Source: an optimization exercise on an open RTL-to-GDS flow (aim: small area and a short achievable clock period). Production flows keep margins and buffers that such runs may drop. RTL that was checked went through simulation tests only; none was proved equivalent to the original. Power figures rest on the tool's default switching activity, not on a simulated workload.

Setup of violet:
==> flow/design.v (excerpt) <==
module CircuitTest (a,b,c,z,x,clk,rst);
input [63:0] a, b, c;
input clk,rst;
output reg [31:0] z, x;
reg [32:0] ar, yr;
reg er;
  ...
For scale: ~260 I/O pins, ~11000 um^2 of cells after synthesis.
export LEC_CHECK = 0
export ABC_AREA = 1
export CAP_MARGIN = 20
export CORE_MARGIN = 2
export CORE_UTILIZATION = 40
export CTS_BUF_LIST = sky130_fd_sc_hd__clkbuf_8
export SETUP_SLACK_MARGIN = 4.3
export SLEW_MARGIN = 20
export SYNTH_HIERARCHICAL = 1
export TNS_END_PERCENT = 0
create_clock -name core_clock -period 7.5 [get_ports {clk}]
standard.sh (not shown) runs the stock make flow with config.mk's settings and CLKGATE_MAP_FILE= SYNTH_SCRIPT=/design/flow/synth_recipe.tcl, a recipe that flattens the netlist after the stock synthesis.
==> flow/flow/run.sh <==
#!/bin/bash
# Own layout flow: the standard ORFS flow (standard.sh) with these changes:
#  - synthesis script flow/mixsynth.tcl: synth_recipe.tcl with ABC run per module,
#    the small gate modules (g_*) with ORFS's speed script and the top module with
#    ORFS's area script (ABC_AREA 1); hierarchy is flattened at the end as before;
#  - no Yosys full/half-adder extraction (ADDER_MAP_FILE empty);
#  - ABC sizes for a 2 fF load (ABC_LOAD_IN_FF), so gate modules get small cells;
#  - the port buffers that buffer_ports puts on every input and output are
#    sky130_fd_sc_hd__buf_1 instead of the default delay buffer.
# Make's full output goes to flow_make.log here; each ORFS step keeps its own log
# under orfs/logs/.
set -uo pipefail
here=$(pwd)
bash standard.sh ADDER_MAP_FILE= ABC_LOAD_IN_FF=2 \
  "SYNTH_SCRIPT=$here/flow/mixsynth.tcl" \
  "BUFFER_PORTS_ARGS=-buffer_cell sky130_fd_sc_hd__buf_1" \
  finish > flow_make.log 2>&1
==> flow/flow/mixsynth.tcl <==
# The standard flow's synthesis script (synth_recipe.tcl) with one change: ABC maps the small
# gate modules (g_*) with ORFS's speed script, which keeps XOR and MUX cells,
# and the rest of the design with ORFS's area script.
proc synth {args} { yosys synth -nofsm -noshare {*}$args }
proc abc {args} {
  set i [lsearch -exact $args -script]
  set speed [lreplace $args $i [expr {$i + 1}] -script $::env(SCRIPTS_DIR)/abc_speed.script]
  set area [lreplace $args $i [expr {$i + 1}] -script $::env(SCRIPTS_DIR)/abc_area.script]
  foreach m [split [string trim [yosys tee -q -s result.string select -list-mod =g_*]] "\n"] {
    if {$m ne ""} { yosys abc {*}$speed =$m }
  }
  yosys abc {*}$area =$::env(DESIGN_NAME)
}
source $::env(SCRIPTS_DIR)/synth.tcl
# left out here: clear keep_hierarchy, flatten, clean up, hide names made inside functions, write 1_2_yosys.v
[inputs] juniper vs violet
-- flow/config.mk --
<<< violet, line 13
export SETUP_SLACK_MARGIN = 4.3
>>> juniper, line 13
export SETUP_SLACK_MARGIN = 4.6
Notes after the runs:
Diff violet -> juniper: portion of total power attributed to the clock network level, maximum vdd drop shrank by 0.37%. juniper vs. violet: H-tree level count saw little to no change; post-detailed-routing wire length saw little to no change; global routing met3 resource utilization saw little to no change; worst setup slack saw an increase. The final cycle utilization of the critical path on juniper is in line with that on violet. For final cell area excluding filler cells, violet and juniper come out practically identical. As far as final cell count is concerned, violet and juniper perform about the same. Comparing first-pass GRT wire length for juniper and violet, the smaller number came from violet.
For cedar, these inputs were changed with respect to juniper:
-- flow/config.mk --
<<< juniper, line 12
export CTS_BUF_LIST = sky130_fd_sc_hd__clkbuf_8
export SETUP_SLACK_MARGIN = 4.6
>>> cedar, line 12
export CTS_BUF_LIST = sky130_fd_sc_hd__clkbuf_4
export SETUP_SLACK_MARGIN = 4.4
==> comparison <==
- cedar: iteration count of the initial detailed-routing pass is 1 lower than what juniper reported.
- cedar: clock buffer count higher than juniper
- On final design area excluding fillers, cedar tracks juniper almost exactly.
- The signed area change from the synthesized netlist to the final layout on juniper is in line with that on cedar.
- cedar finished every stage and its layout cleared the timing, design-rule and antenna checks.
- cedar against juniper: met3 wire length -about 0.8%; clock sink count ~0 delta; global router's overall resource usage -0.44 points; number of antenna violations at the first check in global routing +1.
- Endpoint of the worst setup timing path = x[30]: cedar; endpoint of the worst setup timing path = x[5]: juniper
- Compared with juniper, cedar degrades setup slack.
- | count of buffers added by post-CTS timing repair for setup | higher: juniper |
--- input diff cedar..ember ---
-- flow/config.mk --
<<< cedar, line 13
export SETUP_SLACK_MARGIN = 4.4
>>> ember, line 13
export SETUP_SLACK_MARGIN = 4.2
Notes after the runs:
- Multi-input gate share of the layout cell area in ember vs cedar: up 0.61 points
- | mean number of vias per cell | cedar vs ember | ≈ equal |
- Total power delta for ember relative to cedar: 2.2% lower
- Of ember and cedar, cedar shows the higher area of all placed cells without fillers, with ember below it.
- In ember relative to cedar, wire length had gone down by a few percent.

---

Another version of the RTL of CircuitTest (not shown whole).
For scale: roughly 1,500 cells after synthesis, ~130 flip-flops, about 260 I/O pins, about 0.012 sq mm of cells after synthesis.
clock: 7.5 ns
lec_check: 0
abc_area: 1
cap_margin: 20
core_margin: 2
core_utilization: 40
slew_margin: 20
run.sh (not shown) runs the stock make flow with config.mk's settings and CLKGATE_MAP_FILE= SYNTH_SCRIPT=/design/flow/synth_recipe.tcl, a recipe that flattens the netlist after the stock synthesis.
Stock flow here: none of the scripts above is used.
The first run completed with no timing, DRC or antenna violations.
Then changed:
==> flow/flow/run.sh (new file) <==
#!/bin/bash
# Own layout flow: the standard ORFS flow (standard.sh) with two changes:
#  - no Yosys full/half-adder extraction (ADDER_MAP_FILE empty), so ABC maps the
#    hand-written prefix carry logic itself;
#  - the port buffers that buffer_ports inserts on every input and output are
#    sky130_fd_sc_hd__buf_2 instead of the default delay buffer.
# Make's full output goes to flow_make.log here; each ORFS step keeps its own log
# under orfs/logs/.
set -uo pipefail
bash standard.sh ADDER_MAP_FILE= \
  "BUFFER_PORTS_ARGS=-buffer_cell sky130_fd_sc_hd__buf_2" \
  finish > flow_make.log 2>&1
==> flow/standard.sh (new file) <==
#!/bin/bash
# synth_recipe.tcl (not shown) runs the flow's synth.tcl, then flattens the netlist and writes it again
# the make line also repeats each setting of config.mk as NAME=value (left out here)
make -C /OpenROAD-flow-scripts/flow DESIGN_CONFIG=/design/flow/config.mk WORK_HOME=/design/flow/orfs CLKGATE_MAP_FILE= SYNTH_SCRIPT=/design/flow/synth_recipe.tcl "${@:-finish}"
--- a/flow/config.mk
+++ b/flow/config.mk
@@ -11,2 +11,3 @@
 export CORE_UTILIZATION = 40
+export SETUP_SLACK_MARGIN = 4
 export SLEW_MARGIN = 20
removed: flow/run.sh
Outcome: Design area rose by 2.7%; die area fell by 3.2%; total power rose by 1.3%.
No functional check of the RTL was part of any run of this note.

[afterwards: timing with drivers on the ports]
No port has a modelled driver above. Below, the same layouts with a new extraction and two added sets of constraints.
Step 1 assumes that a clkbuf_16 drives the clock port and a buf_2 every other input.
Step 2, shift: input delay + t, output delay - t, t = (earliest + latest rising clock arrival at the registers) / 2. This alone moves slack from input paths to output paths.
Slacks: ideal / step 1 / step 2; pairs: ideal / step 1.
| run | shift t [ns] | setup slack, ns | worst setup path at the end | worst register clock-pin slew, ns | pins driven straight from the clock port |
|---|---|---|---|---|---|
| violet | 0.486 | 4.301 / 4.319 / 3.832 | input to register | 0.08 / 0.08 | 1 |
| juniper | 0.484 | 4.310 / 4.325 / 3.841 | input to register | 0.08 / 0.08 | 1 |
| cedar | 0.574 | 4.292 / 4.284 / 3.710 | input to register | 0.12 / 0.12 | 1 |
| ember | 0.569 | 4.272 / 4.284 / 3.715 | input to register | 0.12 / 0.12 | 1 |
| the first run of note 2 | 0.474 | 1.455 / 1.448 / 0.974 | input to register | 0.06 / 0.06 | 1 |
| the second run of note 2 | 0.446 | 3.984 / 3.976 / 3.530 | input to register | 0.06 / 0.06 | 1 |
After both steps setup and hold are still met in every run listed. The setup slack of cedar, which loses most, moves by -0.008 ns with the drivers and by -0.582 ns with both steps.
